Context: an optimization exercise on an open-source flow, tuned for small area. The choices shown serve that exercise and are no tape-out recipe. The RTL was checked by simulation tests, not by an equivalence proof against the original design. Power is estimated from default activity; no workload was simulated.

### design/flow/config.mk
export PLATFORM = sky130hd
export DESIGN_NAME = audiothrough
export DESIGN_NICKNAME = audiothrough
export VERILOG_FILES = /design/flow/design.v
export SDC_FILE = /design/flow/constraint.sdc
export NUM_CORES = 4
export LEC_CHECK = 0
export CAP_MARGIN = 20
export CORE_MARGIN = 2
export CORE_UTILIZATION = 40
export SLEW_MARGIN = 20
### design/flow/constraint.sdc
create_clock -name core_clock -period 20.0 [get_ports {clk}]
set_input_delay 4.0000 -clock core_clock [delete_from_list [all_inputs] [get_ports {clk}]]
set_output_delay 4.0000 -clock core_clock [all_outputs]
set_load 0.01 [all_outputs]
### design/flow/design.v
module clkdiv32(
    input clkin,
    input rst,
    output clkout,
    output rise,
    output fall
);
    reg [4:0] counter;
    always @ (posedge clkin)
        if (rst)
            counter <= 0;
        else
            counter <= counter + 1;
    assign clkout = counter[4];
    assign rise = (counter == 5'd15);
    assign fall = (counter == 5'd31);
endmodule
module adc(
    clk,
    rst,
    sclk,
    sclk_fall,
    start,
    done,
    dout,
    adc_cs,
    adc_clk,
    adc_din,
    adc_dout
);
input clk;
input rst;
input sclk;
input sclk_fall;
input start;
output done;
output reg [9:0] dout;
output adc_cs;
output adc_clk;
output reg adc_din;
input adc_dout;
assign adc_clk = sclk;
reg [5:0] state;
always @ (posedge clk)
    if (rst)
        state <= 6'd17;
    else if (sclk_fall)
        if (state == 6'd17)
            if (start == 1'b1)
                state <= 0;
            else
                state <= 6'd17;
        else
            state <= state + 1;
assign adc_cs = (state == 6'd17);
assign done = (state == 6'd17);
always @ (*)
    case (state)
        6'd0: adc_din = 1;  
        default: adc_din = 0;  
    endcase
always @ (posedge clk)
    if (rst)
        dout <= 0;
    else if (sclk_fall)
        if (state >= 6'd7 && state <= 6'd16)
            dout[6'd16 - state] <= adc_dout;
endmodule
module dac(
    clk,
    rst,
    sclk,
    sclk_fall,
    start,
    done,
    din,
    dac_cs,
    dac_clk,
    dac_sdi
);
input clk;
input rst;
input sclk;
input sclk_fall;
input start;
output done;
input [11:0] din;
output dac_cs;
output dac_clk;
output reg dac_sdi;
assign dac_clk = sclk;
reg [5:0] state;
always @ (posedge clk)
    if (rst)
        state <= 6'd17;
    else if (sclk_fall)
        if (state == 6'd17)
            if (start == 1'b1)
                state <= 0;
            else
                state <= 6'd17;
        else
            state <= state + 1;
assign dac_cs = (state == 6'd17);
assign done = (state == 6'd17);
always @ (*)
    if (state == 0)
        dac_sdi = 0;      
    else if (state == 1)
        dac_sdi = 0;      
    else if (state == 2)
        dac_sdi = 1;      
    else if (state == 3)
        dac_sdi = 1;      
    else if (state >= 4 && state <= 15)
        dac_sdi = din[15 - state];
    else
        dac_sdi = 0;
endmodule
module biquad_filter(
    clk,
    rst,
    en,
    x,
    y,
    x0,
    x0_neg,
    x1,
    x1_neg,
    x2,
    x2_neg,
    y1,
    y1_neg,
    y2,
    y2_neg
);
input clk, rst, en, x0_neg, x1_neg, x2_neg, y1_neg, y2_neg;
input [9:0] x;
input [16:0] x0, x1, x2, y1, y2;
output [9:0] y;
reg [9:0] x_1, x_2, y_1, y_2;
always @ (posedge clk) begin
    if (rst) begin
        x_1 <= 0;
        x_2 <= 0;
        y_1 <= 0;
        y_2 <= 0;
    end else if (en) begin
        x_1 <= x;
        x_2 <= x_1;
        y_1 <= y;
        y_2 <= y_1;
    end
end
wire [26:0] x0_calc, x1_calc, x2_calc, y1_calc, y2_calc;
assign x0_calc = (x0 * x) >> 10;
assign x1_calc = (x1 * x_1) >> 10;
assign x2_calc = (x2 * x_2) >> 10;
assign y1_calc = (y1 * y_1) >> 10;
assign y2_calc = (y2 * y_2) >> 10;
assign y = (x0_neg ? -x0_calc : x0_calc) + (x1_neg ? -x1_calc : x1_calc) + (x2_neg ? -x2_calc : x2_calc) + (y1_neg ? -y1_calc : y1_calc) + (y2_neg ? -y2_calc : y2_calc);
endmodule
module audiothrough(
    clk,
    rst,
    adc_cs,
    adc_clk,
    adc_din,
    adc_dout,
    dac_cs,
    dac_clk,
    dac_sdi,
    data_out,
    x0,
    x0_neg,
    x1,
    x1_neg,
    x2,
    x2_neg,
    y1,
    y1_neg,
    y2,
    y2_neg
);
output adc_cs, adc_clk, adc_din, dac_cs, dac_clk, dac_sdi;
input clk, rst, adc_dout, x0_neg, x1_neg, x2_neg, y1_neg, y2_neg;
input [16:0] x0, x1, x2, y1, y2;
output [9:0] data_out;
wire clk15;  
wire clk15_rise, clk15_fall;
clkdiv32 clkdiv32 (
    .clkin(clk),
    .rst(rst),
    .clkout(clk15),
    .rise(clk15_rise),
    .fall(clk15_fall)
);
reg [5:0] counter;
always @ (posedge clk)
    if (rst)
        counter <= 0;
    else if (clk15_rise)
        if (counter >= 21)
            counter <= 0;
        else
            counter <= counter + 1;
wire start;
assign start = (counter == 0);
reg [9:0] dac_in;
wire [9:0] adc_out, filter_out;
always @ (posedge clk)
    if (rst)
        dac_in <= 0;
    else if (clk15_rise)
        if (counter == 21)
            dac_in <= filter_out;
assign data_out = dac_in;
wire filter_step;
assign filter_step = clk15_rise && (counter == 20);
adc adc(
    .clk(clk),
    .rst(rst),
    .sclk(clk15),
    .sclk_fall(clk15_fall),
    .start(start),
    .done(),
    .dout(adc_out),
    .adc_cs(adc_cs),
    .adc_clk(adc_clk),
    .adc_din(adc_din),
    .adc_dout(adc_dout)
);
biquad_filter biquad_filter(
    .clk(clk),
    .rst(rst),
    .en(filter_step),
    .x(adc_out),
    .y(filter_out),
    .x0(x0),
    .x0_neg(x0_neg),
    .x1(x1),
    .x1_neg(x1_neg),
    .x2(x2),
    .x2_neg(x2_neg),
    .y1(y1),
    .y1_neg(y1_neg),
    .y2(y2),
    .y2_neg(y2_neg)
);
dac dac(
    .clk(clk),
    .rst(rst),
    .sclk(clk15),
    .sclk_fall(clk15_fall),
    .start(start),
    .done(),
    .din({dac_in, 2'b0}),
    .dac_cs(dac_cs),
    .dac_clk(dac_clk),
    .dac_sdi(dac_sdi)
);
endmodule
### design/flow/run.sh
#!/bin/bash
# synth_recipe.tcl (not shown) runs the flow's synth.tcl, then flattens the netlist and writes it again
# the make line also repeats each setting of config.mk as NAME=value (left out here)
make -C /OpenROAD-flow-scripts/flow DESIGN_CONFIG=/design/flow/config.mk WORK_HOME=/design/flow/orfs CLKGATE_MAP_FILE= SYNTH_SCRIPT=/design/flow/synth_recipe.tcl finish
==> results.cfg, run 1 <==
[yosys]
yosysWarnings = 5
synthSimpleGateAreaFrac_pct = 20.7
synth_compound_area_share_pct = 6.38
synth_most_common_cell = nand2_1
muxShareOfSynthArea_pct = 0.821
syn_nets = 3937
synthCells = 3119
ys_ff_latch = 83
synth_top_family_by_area = adder cells
avgSynthCellArea_um2 = 8.40
synth_cell_types = 71
synthAdderAreaFrac_pct = 49.4
yosys.area.top_type = fa_1
synth-seq-area-share_pct = 6.34
synth_common_cells = nand2_1, inv_1, fa_1
synth_edf_count = 0
synth_area_leaders = fa_1, ha_1, nand2_1
syn-cell-area_mm2 = 0.0262
post-synth-top-area-fraction_pct = 39.4
synth_flop_cell = dfxtp_1
synthXorXnorAreaFrac_pct = 6.00
async_flop_share_pct = 0

[power]
p_total_mw = 0.390
ir_worst_vdd_mv = 0.0286
power.density_mw_per_mm2 = 13.8
leakagePower_nw = 13.5

[timing]
worst_pin_slew_ns = 0.907
fin_crit_sh_pct = 69.2
setup_ws_ns = 6.17
finalSetupViolCount = 0
fmax_mhz = 72.3
skew_ns = 0.0112
setup_tns_ns = 0
drv_slew = 0
grt_setup_unrepaired = false
finalCriticalPeriod_ns = 13.83
relSlewSlack_pct = 39.5
finalHoldViolations = 0

[placed_design]
dp_cells = 3943
port_buffers = 108
hpwl_mm = 55.6
post-place-ws_ns = 5.78
globalplace.congestion = 0.891

[setup_path]
cp_common_cell = fa_1
critPathMaxFanout = 10
cpMaxStageDelayCell = clkdlybuf4s50_1
worstPathArrival_ns = 14.03
max_stage_delay_ns = 0.73
cp.required_ns = 20.20
worstSetupStartpointType = primary input
setup.worst_path.class = primary input to flop
end_kind = flop

[flow_run]
cap_violations = 0

[global_routing]
antenna_found_initial = 0
grt_max_degree = 74
track_usage_pct = 21.2
grt_pass1_vias = 21173
grt_first_pass_wirelength_mm = 114
grt_overflow = 0

[final_layout]
multi_input_area_mm2 = 0.0218
ff_latch_area_mm2 = 0.00166
syn_to_final_growth_pct = 7.47
drive_above_1_share_pct = 1.81
diodes = 0
finalNonFillerCells = 3957
fillers = 6513
nNetsFinal = 3917

[floorplan]
rows = 93
fp.dieH_um = 260
core_mm2 = 0.0646
io_pins = 109
initial_core_util_pct = 40.6
die_w_um = 260
die_area_mm2 = 0.0676

[drt]
drc = 0
drt_iter0_drc = 1136
route.antenna.remaining_nets = 0
dr_total_vias = 20043
wl_per_cell_um = 17.4
vias_per_cell = 5.07
drt_pass1_iterations = 6
drt_wl_total_mm = 68.7

[clock_tree]
ctsLongestPathBuffers = 2
cts-hold-fix-buffers = 0
clkSlewWorstSetupHoldPaths_ns = 0.07
clockRootBuffer = clkbuf_16
postCtsSetupBuffers = 0
clk_latency_ns = 0.36
cts_resized = 0
h-tree-depth = 3
cts_tree = done
cts_sinks = 83
cts_made_buffers = 9

[outcome]
run_status = complete, no violations

[hold_path]
hp-class = flop to flop
## worst max-delay path, delay by kind of cell
kind | cells | cell delay, ns
buf+inv | 6 | 0.97
fa+ha+maj | 9 | 3.75
xor+xnor | 11 | 2.95
compound gates | 4 | 0.89
simple gates | 7 | 1.48
## cells by family after synthesis
family / Yosys count
simple gates: 1129
buf+inv: 723
compound gates: 268
xor+xnor: 170
mux: 21
flops: 83
fa+ha+maj: 725
## through the flow
| step | hold slack [ns] | util (%) | instance area [µm²] |
|---|---|---|---|
| floorplan | 0.418 | - | 26200 |
| global placement | 0.434 | 43.2 | 27900 |
| detailed placement | 0.440 | 43.2 | 27900 |
| CTS | 0.455 | 43.6 | 28200 |
| global route | 0.467 | 43.6 | 28200 |
| finish | 0.449 | 43.6 | 28200 |
## placed cells by master (no fill, tap or decap), types with 4 or more instances in the layout
cell	instances
nand2_1	577
inv_1	566
fa_1	516
and2_1	323
ha_1	209
xnor2_1	115
a21oi_1	110
clkdlybuf4s50_1	107
dfxtp_1	83
nor2_1	76
xor2_1	49
o21ai_0	49
nand3_1	25
nor3_1	22
nor2b_1	19
mux2i_1	17
buf_4	17
a21o_1	15
nand4_1	13
nand2b_1	13
and3_1	12
or3_1	10
o211ai_1	9
o21a_1	9
a31oi_1	9
or2_2	9
clkbuf_16	9
o31ai_1	7
nor3b_1	7
nor4_1	6
a211oi_1	6
xnor3_1	6
and4_1	5
o21bai_1	5
a22oi_1	4
nand3b_1	4
mux2_2	4
a41oi_1	4
## power by group
part           internal (mW)  switching, mW  total (mW)  leakage [nW]
Clock                 0.0954         0.0768       0.172         0.137
Sequential             0.166       0.000335       0.166         0.669
Combinational         0.0169         0.0350      0.0518          12.7
## state kept, by name, summed over array words and instances (netlist names)
name and cells:
adc.dout 10, biquad_filter.x_1 10, biquad_filter.x_2 10, biquad_filter.y_1 10, biquad_filter.y_2 10, dac_in 10
adc.state 6, counter 6, dac.state 6, clkdiv32.counter 5
## area by class of cell
class	instances	area share [%]
tap	855	3.80
inverter	567	7.56
multi-input combinational	2313	77.5
timing repair buffer	125	4.27
clock inverter	5	0.200
sequential	83	5.90
clock buffer	9	0.800
## metal layers
layer | global-route usage (%) | vias up | part of all wire [%]
met3 | 1.63 | 68 | 4.4
met1 | 28.4 | 10150 | 43
met4 | 3.88 | 0 | 1.5
li1 | - | 9373 | -
met2 | 37.9 | 452 | 51
met5 | 0 | - | 0
## final timing paths
| path | slack, ns | from | depth (start not counted) | end |
|---|---|---|---|---|
| worst min register to register | 0.45 | clkdiv32.counter[0] | 1 | clkdiv32.counter[0] |
| worst max register to register | 9.87 | adc.dout[3] | 37 | dac_in[9] |
| worst max-delay path | 6.17 | x0[7] | 37 | dac_in[9] |
| worst min-delay path | 0.45 | clkdiv32.counter[0] | 1 | clkdiv32.counter[0] |
==> run 2, diff against run 1 <==
==> design/flow/design.v (replaced) <==
module audiothrough(
    clk,
    rst,
    adc_cs,
    adc_clk,
    adc_din,
    adc_dout,
    dac_cs,
    dac_clk,
    dac_sdi,
    data_out,
    x0,
    x0_neg,
    x1,
    x1_neg,
    x2,
    x2_neg,
    y1,
    y1_neg,
    y2,
    y2_neg
);
output adc_cs, adc_clk, adc_din, dac_cs, dac_clk, dac_sdi;
input clk, rst, adc_dout, x0_neg, x1_neg, x2_neg, y1_neg, y2_neg;
input [16:0] x0, x1, x2, y1, y2;
output [9:0] data_out;
reg [4:0] c;
reg [4:0] row;
reg act;         
always @ (posedge clk)
    if (rst) begin
        c <= 0;
        row <= 0;
        act <= 0;
    end else begin
        c <= c + 1;
        if (c == 31) begin
            row <= (row == 21) ? 5'd0 : row + 1;
            if (row == 21)
                act <= 1;
        end
    end
wire busy = act && row <= 16;
assign adc_clk = c[4];
assign dac_clk = c[4];
assign adc_cs = !busy;
assign dac_cs = !busy;
assign adc_din = act && row == 0;
reg [9:0] dout_r;
assign data_out = dout_r;
reg dbit;
always @ (*)
    case (row)
        5'd4: dbit = dout_r[9];
        5'd5: dbit = dout_r[8];
        5'd6: dbit = dout_r[7];
        5'd7: dbit = dout_r[6];
        5'd8: dbit = dout_r[5];
        5'd9: dbit = dout_r[4];
        5'd10: dbit = dout_r[3];
        5'd11: dbit = dout_r[2];
        5'd12: dbit = dout_r[1];
        5'd13: dbit = dout_r[0];
        5'd2, 5'd3: dbit = 1'b1;
        default: dbit = 1'b0;
    endcase
assign dac_sdi = act && dbit;
reg [16:0] coef;
reg neg, vsel, bsel_a, bsel_b, wr_a, wr_b, swp, op;
reg [4:0] c0;
always @ (*) begin
    coef = x0; neg = x0_neg; vsel = 0; bsel_a = 0; bsel_b = 0;
    wr_a = 0; wr_b = 0; swp = 0; op = 1; c0 = 0;
    case (row)
        5'd17: begin c0 = 10; coef = x0; neg = x0_neg; bsel_a = 1; wr_a = 1; end
        5'd18: begin c0 = 0; coef = x1; neg = x1_neg; bsel_b = 1; wr_b = 1; end
        5'd19: begin c0 = 1; coef = x0; neg = x0_neg; bsel_b = 1; wr_b = 1; end
        5'd20: begin c0 = 2; coef = y1; neg = y1_neg; vsel = 1; bsel_b = 1; wr_b = 1; end
        5'd21: begin c0 = 3; coef = y2; neg = y2_neg; vsel = 1; wr_a = 1; end
        5'd0:  begin c0 = 4; coef = x2; neg = x2_neg; bsel_a = 1; wr_a = 1; end
        5'd1:  begin c0 = 5; coef = x0; neg = !x0_neg; bsel_b = 1; wr_a = 1; swp = 1; end
        default: op = 0;
    endcase
end
wire [4:0] step = c - c0;
wire clr = op && step == 0;
wire add = op && c >= c0 && step <= 9;
wire wr  = op && c >= c0 && step >= 11 && step <= 20;
reg [10:0] rx, ra, rb;
reg [16:0] acc;
reg d, cy;
wire vbit = add && (vsel ? ra[0] : rx[0]);
wire [17:0] s = (clr ? 17'd0 : acc) + (vbit ? coef : 17'd0);
wire p = d ^ neg;
wire base = (bsel_a && ra[0]) || (bsel_b && rb[0]);
wire sum = base ^ p ^ cy;
wire cap = c == 31 && row >= 7 && row <= 16;
always @ (posedge clk) begin
    acc <= s[17:1];
    d <= s[0];
    cy <= wr ? (base & p | base & cy | p & cy) : neg;
    rx <= {act && (cap ? adc_dout : rx[0]), rx[10:1]};
    ra <= {act && (wr && wr_a ? sum : ra[0]), ra[10:1]};
    rb <= {act && (wr && wr_b ? sum : (wr && swp ? ra[0] : rb[0])), rb[10:1]};
end
always @ (posedge clk)
    if (rst)
        dout_r <= 0;
    else if (row == 21 && c == 15)
        dout_r <= {rb[8:0], rb[10]};
endmodule
==> design/flow/flow/run.sh (new file) <==
#!/bin/bash
# Standard layout, with each port buffered by the smallest buffer cell.
set -euo pipefail
export BUFFER_PORTS_ARGS="-buffer_cell sky130_fd_sc_hd__buf_1"
bash standard.sh > flow.log 2>&1
==> design/flow/standard.sh (new file) <==
#!/bin/bash
# synth_recipe.tcl (not shown) runs the flow's synth.tcl, then flattens the netlist and writes it again
# the make line also repeats each setting of config.mk as NAME=value (left out here)
make -C /OpenROAD-flow-scripts/flow DESIGN_CONFIG=/design/flow/config.mk WORK_HOME=/design/flow/orfs CLKGATE_MAP_FILE= SYNTH_SCRIPT=/design/flow/synth_recipe.tcl "${@:-finish}"
removed: design/flow/run.sh
==> results.cfg, run 2 <==
[drt]
drc = 0
vias_per_cell = 5.30
dr_total_vias = 3691
wl_per_cell_um = 14.3
drt_iter0_drc = 167
route.antenna.remaining_nets = 0
drt_wl_total_mm = 9.97
drt_pass1_iterations = 4

[clock_tree]
h-tree-depth = 3
cts_sinks = 73
cts_tree = done
cts_resized = 0
clk_latency_ns = 0.35
clockRootBuffer = clkbuf_8
cts-hold-fix-buffers = 0
cts_made_buffers = 9
ctsLongestPathBuffers = 2
postCtsSetupBuffers = 0
clkSlewWorstSetupHoldPaths_ns = 0.08

[timing]
fin_crit_sh_pct = 30.6
grt_setup_unrepaired = false
holdWs_ns = 0.326
setup_tns_ns = 0
finalSetupViolCount = 0
worst_pin_slew_ns = 0.947
drv_slew = 0
setup_ws_ns = 13.88
relSlewSlack_pct = 36.9
finalHoldViolations = 0
finalCriticalPeriod_ns = 6.12
skew_ns = 0.0106
fmax_mhz = 163

[hold_path]
hold_depth = 0
hp-class = flop to flop

[yosys]
synth_flop_cell = dfxtp_1
avgSynthCellArea_um2 = 8.68
syn-cell-area_mm2 = 0.00398
synth_common_cells = dfxtp_1, nand2_1, a22oi_1
synth-seq-area-share_pct = 36.7
synth_edf_count = 0
syn_nets = 583
ys_ff_latch = 73
synth_most_common_cell = dfxtp_1
post-synth-top-area-fraction_pct = 36.7
synth_area_leaders = dfxtp_1, ha_1, a22oi_1
async_flop_share_pct = 0
yosys.area.top_type = dfxtp_1
synth_cell_types = 61
yosysWarnings = 1
synthCells = 459

[final_layout]
finalNonFillerCells = 697
final_cell_mix = buf_1, dfxtp_1, nand2_1, a22oi_1, a21oi_1
final_area_mm2 = 0.00471
largest-register = acc
drive_above_1_share_pct = 5.14
nNetsFinal = 683
diodes = 0
syn_to_final_growth_pct = 18.2
final_common_cell = buf_1
fin_util_pct = 48.4
largest_register_ffs = 17

[placed_design]
postPlaceCellArea_mm2 = 0.00446
post-place-ws_ns = 13.50
port_buffers = 108
dp_cells = 681
hpwl_mm = 7.47
globalplace.congestion = 0.829

[global_routing]
grt_max_degree = 22
track_usage_pct = 19.0
grt_pass1_vias = 3551
grt_first_pass_wirelength_mm = 16.7
antenna_found_initial = 0
grt_overflow = 0

[setup_path]
setup.worst_path.class = primary input to flop
reg2reg_depth = 21
worstSetupStartpointType = primary input
worstPathArrival_ns = 6.36
end_kind = flop
critPathMaxFanout = 4
cp.required_ns = 20.24

[floorplan]
io_pins = 109
die_w_um = 104
die_area_mm2 = 0.0108
core_mm2 = 0.00973
rows = 36
fp.dieH_um = 104
initial_core_util_pct = 40.9

[power]
p_total_mw = 0.302
ir_worst_vdd_mv = 0.0373
leakagePower_nw = 1.81
power.density_mw_per_mm2 = 64.1

[outcome]
run_status = complete, no violations

[flow_run]
cap_violations = 0
[run 2: logic make-up after synthesis]
kind of cell,share of synthesized area (%)
simple gates,18.7
compound gates,24.7
flops,36.7
buf+inv,4.40
fa+ha+maj,10.3
xor+xnor,4.18
mux,1.04
[run 2: layer usage]
metal | routed length [µm] | up-vias | global-route usage (%)
met4 | 99 | 0 | 5.21
met5 | 0 | - | 0
met3 | 551 | 10 | 3.59
met2 | 4940 | 102 | 34.5
li1 | - | 1868 | -
met1 | 4370 | 1711 | 23.0
[run 2: layout make-up]
class	instances	area (µm²)
clock buffers	10	128
clock inverters	6	115
fillers	989	5020
inverters	13	48.8
multi-input cells	350	2350
flip-flops and latches	73	1460
well taps	133	166
repair buffers	112	435
[run 2: path summary, 6_finish.rpt]
check              start       to  slack, ns
hold / removal     rx[7]    rx[6]       0.33
setup / recovery   x2[0]  acc[11]      13.88
hold reg to reg    rx[7]    rx[6]       0.33
setup reg to reg  row[0]  acc[11]      14.31
[run 2: critical path: stages]
cell	delay [ns]
buf_1	0.07
a22oi_1	0.16
a31oi_1	0.15
ha_1	0.27
fa_1	0.42
a211oi_1	0.31
o211ai_1	0.15
a41oi_1	0.33
nor2b_1	0.15
a311o_1	0.36
[run 2: report_power, final]
group          total [mW]  switching (mW)  internal [mW]
combinational      0.0153         0.00728        0.00800
sequential          0.147        0.000733          0.146
clock               0.140          0.0564         0.0835
==> run 3, diff against run 2 <==
==> design/flow/run.sh (new file) <==
#!/bin/bash
# synth_recipe.tcl (not shown) runs the flow's synth.tcl, then flattens the netlist and writes it again
# the make line also repeats each setting of config.mk as NAME=value (left out here)
make -C /OpenROAD-flow-scripts/flow DESIGN_CONFIG=/design/flow/config.mk WORK_HOME=/design/flow/orfs CLKGATE_MAP_FILE= SYNTH_SCRIPT=/design/flow/synth_recipe.tcl finish
--- a/design/flow/config.mk
+++ b/design/flow/config.mk
@@ -10,2 +10,4 @@
 export CORE_UTILIZATION = 40
+export CTS_BUF_LIST = sky130_fd_sc_hd__clkbuf_4
+export CTS_CLUSTER_SIZE = 30
 export SLEW_MARGIN = 20
removed: design/flow/flow/run.sh
removed: design/flow/standard.sh
==> results.cfg, run 3 <==
[outcome]
run_status = complete, no violations

[clock_tree]
cts_made_buffers = 9
clk_latency_ns = 0.43
cts_sinks = 73
h-tree-depth = 3
ctsLongestPathBuffers = 2
cts_resized = 0
clkSlewWorstSetupHoldPaths_ns = 0.12
cts_tree = done
postCtsSetupBuffers = 0
cts-hold-fix-buffers = 0
clockRootBuffer = clkbuf_4

[power]
ir_worst_vdd_mv = 0.0228
pwr-share-clk_pct = 29.4
switching_share_pct = 23.2
power.density_mw_per_mm2 = 46.8
comb_power_share_pct = 10.9
p_total_mw = 0.245
seqPwrFrac_pct = 59.8
p_int_mw = 0.188
net-switching-power_mw = 0.0570
leakagePower_nw = 2.04

[drt]
route.antenna.remaining_nets = 0
vias_per_cell = 5.26
dr_total_vias = 3661
drc = 0
wl_per_cell_um = 14.8
drt_wl_total_mm = 10.3
drt_pass1_iterations = 6
drt_iter0_drc = 146

[placed_design]
port_buffers = 108
globalplace.congestion = 0.860
dp_cells = 682
post-place-ws_ns = 13.21
hpwl_mm = 7.87
postPlaceCellArea_mm2 = 0.00515

[timing]
relSlewSlack_pct = 47.7
fmax_mhz = 152
finalHoldViolations = 0
fin_crit_sh_pct = 32.9
grt_setup_unrepaired = false
worst_pin_slew_ns = 0.783
setup_ws_ns = 13.41
setup_tns_ns = 0
finalSetupViolCount = 0
drv_slew = 0
skew_ns = 0.0224
finalCriticalPeriod_ns = 6.59
holdWs_ns = 0.324

[yosys]
synth_cell_types = 61
yosys.area.top_type = dfxtp_1
avgSynthCellArea_um2 = 8.68
synth_common_cells = dfxtp_1, nand2_1, a22oi_1
syn_nets = 583
synth_edf_count = 0
synth_flop_cell = dfxtp_1
async_flop_share_pct = 0
ys_ff_latch = 73
post-synth-top-area-fraction_pct = 36.7
synth_most_common_cell = dfxtp_1
synth-seq-area-share_pct = 36.7
synth_area_leaders = dfxtp_1, ha_1, a22oi_1
yosysWarnings = 1
synthCells = 459
syn-cell-area_mm2 = 0.00398

[floorplan]
die_w_um = 104
core_mm2 = 0.00973
io_pins = 109
die_area_mm2 = 0.0108
initial_core_util_pct = 40.9
fp.dieH_um = 104
rows = 36

[final_layout]
final_cell_mix = clkdlybuf4s50_1, dfxtp_1, nand2_1, a22oi_1, a21oi_1
multi_input_area_mm2 = 0.00235
final_common_cell = clkdlybuf4s50_1
largest-register = acc
fillers = 972
largest_register_ffs = 17
drive_above_1_share_pct = 4.80
ff_latch_area_mm2 = 0.00146
syn_to_final_growth_pct = 31.5
fin_util_pct = 53.9
diodes = 0
final_area_mm2 = 0.00524
finalNonFillerCells = 696
nNetsFinal = 684

[setup_path]
worstPathArrival_ns = 2.59
path_buf_inv = 2
max_stage_delay_ns = 0.61
critPathMaxFanout = 8
critical_path.top_delay_family = buffers and inverters
cpMaxStageDelayCell = clkdlybuf4s50_1
cp.required_ns = 16.00
end_kind = primary output
crit_path_cell_trace = inv_1, ha_1, a22oi_1, a31oi_1, a311oi_1, nor4b_1, clkdlybuf4s50_1
worstSetupStartpointType = flop
setup.worst_path.class = flop to primary output

[global_routing]
gr-usage-met1_pct = 23.6
antenna_found_initial = 0
use_met3_pct = 4.59
grt_max_degree = 25
track_usage_pct = 19.9
grt_pass1_vias = 3742
grt_first_pass_wirelength_mm = 17.5
top_usage_layer = met2
gr-usage-met2_pct = 34.0
grt_overflow = 0

[hold_path]
hp-class = flop to flop

[flow_run]
cap_violations = 0
## run 3: cell counts after synthesis
No cell type changed its count.
## run 3: layer usage
metal	part of all wire (%)	vias to the layer above
met5	0	-
met4	2.8	0
met3	5.5	24
met2	48	105
met1	44	1667
li1	-	1865
## run 3: final cells by class
| type | count | area share, % |
|---|---|---|
| tap | 133 | 3.18 |
| multi-input combinational | 350 | 44.9 |
| clock buffer | 9 | 1.29 |
| timing repair buffer | 113 | 21.3 |
| sequential | 73 | 27.9 |
| inverter | 13 | 0.931 |
| clock inverter | 5 | 0.478 |
## run 3: cell families (layout without fill, tap and decap cells)
kind of cell / after synthesis / after routing / synth area share [%]
XOR/XNOR: 19 / 19 / 4.18
AND/OR/NAND/NOR: 149 / 149 / 18.7
flip-flops: 73 / 73 / 36.7
adder cells (fa/ha/maj): 31 / 31 / 10.3
buffers and inverters: 36 / 140 / 4.40
AO/OA/AOI/OAI: 147 / 147 / 24.7
multiplexers: 4 / 4 / 1.04
## run 3: final timing paths
check / from / endpoint / slack, ns / depth (start not counted)
worst max-delay path: row[1] / dac_sdi / 13.41 / 7
worst max register to register: row[0] / acc[11] / 14.48 / 20
worst min register to register: rx[10] / rx[9] / 0.32 / 0
worst min-delay path: rx[10] / rx[9] / 0.32 / 0
## run 3: worst register-to-register path, delay by kind of cell (launching register included)
kind | cells | cell delay [ns]
compound gates | 8 | 1.72
buf+inv | 1 | 0.07
simple gates | 5 | 1.34
xor+xnor | 1 | 0.23
flops | 1 | 0.45
fa+ha+maj | 5 | 1.63
## run 3: power by group through the flow
stage	Clock (mW)	Sequential, mW	Combinational [mW]
5_1_grt	0.0813	0.147	0.0290
4_1_cts	0.0750	0.147	0.0269
3_3_place_gp	0	0.150	0.0263
2_1_floorplan	0	0.150	0.00724
6_report	0.0720	0.147	0.0267
3_5_place_dp	0	0.150	0.0268
==> run 4, diff against run 3 <==
--- a/design/flow/config.mk
+++ b/design/flow/config.mk
@@ -10,4 +10,2 @@
 export CORE_UTILIZATION = 40
-export CTS_BUF_LIST = sky130_fd_sc_hd__clkbuf_4
-export CTS_CLUSTER_SIZE = 30
 export SLEW_MARGIN = 20
==> results.cfg, run 4 <==
[floorplan]
die_area_mm2 = 0.0108
initial_core_util_pct = 40.9
die_w_um = 104
core_mm2 = 0.00973
fp.dieH_um = 104
io_pins = 109
rows = 36

[placed_design]
globalplace.congestion = 0.860
hpwl_mm = 7.87
port_buffers = 108

[yosys]
yosysWarnings = 1
synthXorXnorAreaFrac_pct = 4.18
ys_ff_latch = 73
synth_most_common_cell = dfxtp_1
syn-cell-area_mm2 = 0.00398
synth_common_cells = dfxtp_1, nand2_1, a22oi_1
post-synth-top-area-fraction_pct = 36.7
synth_compound_area_share_pct = 24.7
synth_flop_cell = dfxtp_1
synth_top_family_by_area = compound AO/OA/AOI/OAI gates
synth_edf_count = 0
synth_area_leaders = dfxtp_1, ha_1, a22oi_1
synthCells = 459
avgSynthCellArea_um2 = 8.68
synth-seq-area-share_pct = 36.7
synthSimpleGateAreaFrac_pct = 18.7
async_flop_share_pct = 0
yosys.area.top_type = dfxtp_1
muxShareOfSynthArea_pct = 1.04
synthAdderAreaFrac_pct = 10.3
synth_cell_types = 61
syn_nets = 583

[final_layout]
largest_register_ffs = 17
largest-register = acc
syn_to_final_growth_pct = 33.4
drive_above_1_share_pct = 5.15
nNetsFinal = 684
ff_latch_area_mm2 = 0.00146
fillers = 966
multi_input_area_mm2 = 0.00235
final_cell_mix = clkdlybuf4s50_1, dfxtp_1, nand2_1, a22oi_1, a21oi_1
final_common_cell = clkdlybuf4s50_1
diodes = 0

[timing]
finalCriticalPeriod_ns = 6.52
drv_slew = 0
holdWs_ns = 0.319
setup_tns_ns = 0
fmax_mhz = 153
finalSetupViolCount = 0
relSlewSlack_pct = 48.4
finalHoldViolations = 0
fin_crit_sh_pct = 32.6
worst_pin_slew_ns = 0.771
grt_setup_unrepaired = false
skew_ns = 0.0134

[power]
p_total_mw = 0.276
power.density_mw_per_mm2 = 51.9
ir_worst_vdd_mv = 0.0320
leakagePower_nw = 2.07

[global_routing]
top_usage_layer = met2
gr-usage-met2_pct = 33.8
grt_overflow = 0
gr-usage-met1_pct = 23.8
grt_max_degree = 25
grt_first_pass_wirelength_mm = 17.5
grt_pass1_vias = 3734
antenna_found_initial = 0
use_met3_pct = 4.97
track_usage_pct = 20.0

[clock_tree]
ctsLongestPathBuffers = 2
h-tree-depth = 3
cts_made_buffers = 9
clkSlewWorstSetupHoldPaths_ns = 0.07
cts_sinks = 73
cts_resized = 0
clk_latency_ns = 0.35
clockRootBuffer = clkbuf_8
cts-hold-fix-buffers = 0
cts_tree = done
postCtsSetupBuffers = 0

[drt]
drc = 0
wl_per_cell_um = 14.8
drt_wl_total_mm = 10.3
dr_total_vias = 3666
drt_pass1_iterations = 5
drt_iter0_drc = 147
route.antenna.remaining_nets = 0
vias_per_cell = 5.27

[setup_path]
worstSetupStartpointType = flop
setup.worst_path.class = flop to primary output
cp.required_ns = 16.00
worstPathArrival_ns = 2.52
critPathMaxFanout = 19
end_kind = primary output

[flow_run]
cap_violations = 0

[outcome]
run_status = complete, no violations

[hold_path]
hp-class = flop to flop
-- run 4: cell counts after synthesis --
No cell type changed its count.
-- run 4: stage by stage --
stage | cells | instance area (µm²) | util, % | setup WS [ns]
2_1_floorplan | 459 | 3980 | - | 13.89
3_3_place_gp | 682 | 5150 | 52.9 | 13.24
3_5_place_dp | 682 | 5150 | 52.9 | 13.21
4_1_cts | 696 | 5320 | 54.6 | 13.46
5_1_grt | 696 | 5320 | 54.6 | 13.26
6_report | 696 | 5320 | 54.6 | 13.48
-- run 4: power breakdown --
group          internal (mW)  switching (mW)  total (mW)
registers              0.146        0.000708       0.147
clock network         0.0500          0.0525       0.102
logic                 0.0195         0.00718      0.0267
-- run 4: final cells by class --
class                      instances  share of cell area (%)
clock inverter                     3                   0.329
multi-input combinational        350                    44.2
sequential                        73                    27.5
clock buffer                      11                    2.85
inverter                          13                   0.918
timing repair buffer             113                    21.0
tap                              133                    3.13
-- run 4: cell families (layout without fill, tap and decap cells) --
kind of cell / after synthesis / in the layout
and+or+nand+nor: 149 / 149
AOI/OAI and AO/OA: 147 / 147
DFF: 73 / 73
buffers and inverters: 36 / 140
adders and majority gates: 31 / 31
xor gates and xnor gates: 19 / 19
muxes: 4 / 4
-- run 4: worst paths after layout --
check	startpoint	to	slack, ns	cells past startpoint
worst max-delay path	row[2]	dac_sdi	13.48	5
worst min-delay path	ra[7]	ra[6]	0.32	0
worst max register to register	row[0]	acc[11]	14.49	20
worst min register to register	ra[7]	ra[6]	0.32	0
-- run 4: critical path, stage by stage (launching register included) --
cell and delay (ns):
dfxtp_1 0.75, inv_1 0.26, nand3_1 0.13, a21oi_1 0.07, nor4b_1 0.35, clkdlybuf4s50_1 0.61
-- run 4: per-layer routing --
metal	up-vias	wire, µm	part of all wire [%]
met3	22	539	5.2
met4	0	311	3.0
li1	1864	-	-
met5	-	0	0
met2	98	4850	47
met1	1682	4610	45
==> run 5, diff against run 4 <==
==> design/flow/flow/run.sh (new file) <==
#!/bin/bash
# Standard layout, with each port buffered by the smallest buffer cell and
# a clock tree of few buffers and no dummy loads.
set -euo pipefail
export BUFFER_PORTS_ARGS="-buffer_cell sky130_fd_sc_hd__buf_1"
export CTS_ARGS="-sink_clustering_enable -repair_clock_nets -dont_use_dummy_load -buf_list sky130_fd_sc_hd__clkbuf_8 -sink_clustering_size 30 -sink_clustering_max_diameter 200"
bash standard.sh > flow.log 2>&1
==> design/flow/standard.sh (new file) <==
#!/bin/bash
# synth_recipe.tcl (not shown) runs the flow's synth.tcl, then flattens the netlist and writes it again
# the make line also repeats each setting of config.mk as NAME=value (left out here)
make -C /OpenROAD-flow-scripts/flow DESIGN_CONFIG=/design/flow/config.mk WORK_HOME=/design/flow/orfs CLKGATE_MAP_FILE= SYNTH_SCRIPT=/design/flow/synth_recipe.tcl "${@:-finish}"
removed: design/flow/run.sh
==> results.cfg, run 5 <==
[setup_path]
critical_path.top_delay_family = compound AO/OA/AOI/OAI gates
max_stage_delay_ns = 0.42
path_buf_inv = 1
end_kind = flop
critPathMaxFanout = 4
cpMaxStageDelayCell = fa_1
worstPathArrival_ns = 6.36
setup.worst_path.class = primary input to flop
cp.required_ns = 20.22
crit_path_cell_trace = buf_1, a22oi_1, a31oi_1, ha_1, fa_1, a211oi_1, o211ai_1, a41oi_1, nor2b_1, a311o_1
worstSetupStartpointType = primary input

[final_layout]
largest_register_ffs = 17
final_common_cell = buf_1
final_cell_mix = buf_1, dfxtp_1, nand2_1, a22oi_1, a21oi_1
fin_util_pct = 47.2
nNetsFinal = 683
largest-register = acc
diodes = 0
syn_to_final_growth_pct = 15.2
drive_above_1_share_pct = 4.13

[yosys]
synth_edf_count = 0
synth_common_cells = dfxtp_1, nand2_1, a22oi_1
synthXorXnorAreaFrac_pct = 4.18
syn-cell-area_mm2 = 0.00398
yosys.area.top_type = dfxtp_1
async_flop_share_pct = 0
synthAdderAreaFrac_pct = 10.3
synth_cell_types = 61
yosysWarnings = 1
post-synth-top-area-fraction_pct = 36.7
synth_flop_cell = dfxtp_1
muxShareOfSynthArea_pct = 1.04
ys_ff_latch = 73
synth_top_family_by_area = compound AO/OA/AOI/OAI gates
syn_nets = 583
synthCells = 459
synth_compound_area_share_pct = 24.7
synth-seq-area-share_pct = 36.7
synth_most_common_cell = dfxtp_1
synthSimpleGateAreaFrac_pct = 18.7
synth_area_leaders = dfxtp_1, ha_1, a22oi_1
avgSynthCellArea_um2 = 8.68

[timing]
finalSetupViolCount = 0
setup_ws_ns = 13.85
setup_tns_ns = 0
fin_crit_sh_pct = 30.7
relSlewSlack_pct = 39.3
finalCriticalPeriod_ns = 6.15
worst_pin_slew_ns = 0.910
fmax_mhz = 163
finalHoldViolations = 0
grt_setup_unrepaired = false
drv_slew = 0
skew_ns = 0.0235

[power]
seqPwrFrac_pct = 59.3
p_int_mw = 0.194
comb_power_share_pct = 6.2
pwr-share-clk_pct = 34.5
net-switching-power_mw = 0.0533
ir_worst_vdd_mv = 0.0291
power.density_mw_per_mm2 = 53.9
switching_share_pct = 21.5
leakagePower_nw = 1.76
p_total_mw = 0.247

[clock_tree]
h-tree-depth = 3
ctsLongestPathBuffers = 2
clockRootBuffer = clkbuf_8
cts_made_buffers = 9
cts_resized = 0
cts-hold-fix-buffers = 0
postCtsSetupBuffers = 0
clkSlewWorstSetupHoldPaths_ns = 0.08
cts_sinks = 73
clk_latency_ns = 0.34
cts_tree = done

[global_routing]
track_usage_pct = 19.0
grt_first_pass_wirelength_mm = 16.7
antenna_found_initial = 0
grt_pass1_vias = 3555
grt_max_degree = 22
grt_overflow = 0

[drt]
drt_pass1_iterations = 5
route.antenna.remaining_nets = 0
drt_iter0_drc = 188
drt_wl_total_mm = 9.94
drc = 0
wl_per_cell_um = 14.4
vias_per_cell = 5.34
dr_total_vias = 3687

[floorplan]
fp.dieH_um = 104
initial_core_util_pct = 40.9
rows = 36
die_w_um = 104
die_area_mm2 = 0.0108
core_mm2 = 0.00973
io_pins = 109

[hold_path]
hp-class = flop to flop

[placed_design]
globalplace.congestion = 0.829
port_buffers = 108
post-place-ws_ns = 13.50
hpwl_mm = 7.47

[outcome]
run_status = complete, no violations

[flow_run]
cap_violations = 0
-- run 5: cells by family after synthesis --
family / after synthesis
muxes: 4
AOI/OAI and AO/OA: 147
xor gates and xnor gates: 19
buffers and inverters: 36
DFF: 73
and+or+nand+nor: 149
adders and majority gates: 31
-- run 5: power by group through the flow --
stage	clock, mW	sequential (mW)	combinational (mW)
final	0.0855	0.147	0.0152
after floorplan	0	0.150	0.00724
after global routing	0.0964	0.147	0.0172
after CTS	0.0889	0.147	0.0152
after global placement	0	0.150	0.0148
after detailed placement	0	0.150	0.0151
-- run 5: cell type report --
| class | instances | area (µm²) |
|---|---|---|
| timing repair buffer | 112 | 435 |
| clock buffer | 9 | 124 |
| multi-input combinational | 350 | 2350 |
| fill | 1001 | 5140 |
| tap | 133 | 166 |
| inverter | 13 | 48.8 |
| sequential | 73 | 1460 |
-- run 5: worst paths after layout --
check,from,end,slack [ns],depth (start not counted)
setup / recovery,x2[0],acc[11],13.85,10
hold / removal,rb[9],rb[8],0.31,0
setup reg to reg,row[0],acc[11],14.31,21
hold reg to reg,rb[9],rb[8],0.31,0
-- run 5: per-stage QoR --
stage / cells / hold slack, ns / cell area, µm²
after floorplan: 459 / 0.310 / 3980
after global placement: 681 / 0.312 / 4460
after detailed placement: 681 / 0.312 / 4460
after CTS: 690 / 0.313 / 4590
after global routing: 690 / 0.313 / 4590
final: 690 / 0.312 / 4590
-- run 5: routing by layer --
layer	up-vias	part of all wire (%)	track usage (%)
li1	1859	-	-
met1	1723	44	22.9
met2	99	50	34.3
met3	6	5.4	4.15
met4	0	0.97	4.63
met5	-	0	0

[static timing again, ports no longer ideal]
In the flow no input, the clock included, has a driving cell. The finished layouts below were timed again as built, in two steps. Step 1 assumes that a clkbuf_16 drives the clock port and a buf_2 every other input. Step 2 adds t to the input delays and takes it off the output delays; t is the mean of the earliest and latest rising clock arrival at the registers after step 1. Input paths then give back, and output paths get back, about the clock's delay inside the block. Slacks: ideal ports / drivers / drivers and shift; pairs: ideal ports / drivers.
run | t, ns | setup WS [ns] | hold WS [ns]
run 1 | 0.395 | 6.169 / 6.174 / 5.779 | 0.449 / 0.449 / 0.449
run 2 | 0.382 | 13.876 / 13.852 / 13.510 | 0.326 / 0.326 / 0.326
run 3 | 0.457 | 13.412 / 13.379 / 13.248 | 0.324 / 0.324 / 0.324
run 4 | 0.384 | 13.478 / 13.441 / 13.236 | 0.319 / 0.319 / 0.319
run 5 | 0.365 | 13.853 / 13.866 / 13.501 | 0.312 / 0.312 / 0.312
After both steps setup and hold are still met in every run listed. The setup slack of run 1, which loses most, moves by +0.005 ns with the drivers and by -0.390 ns with both steps.
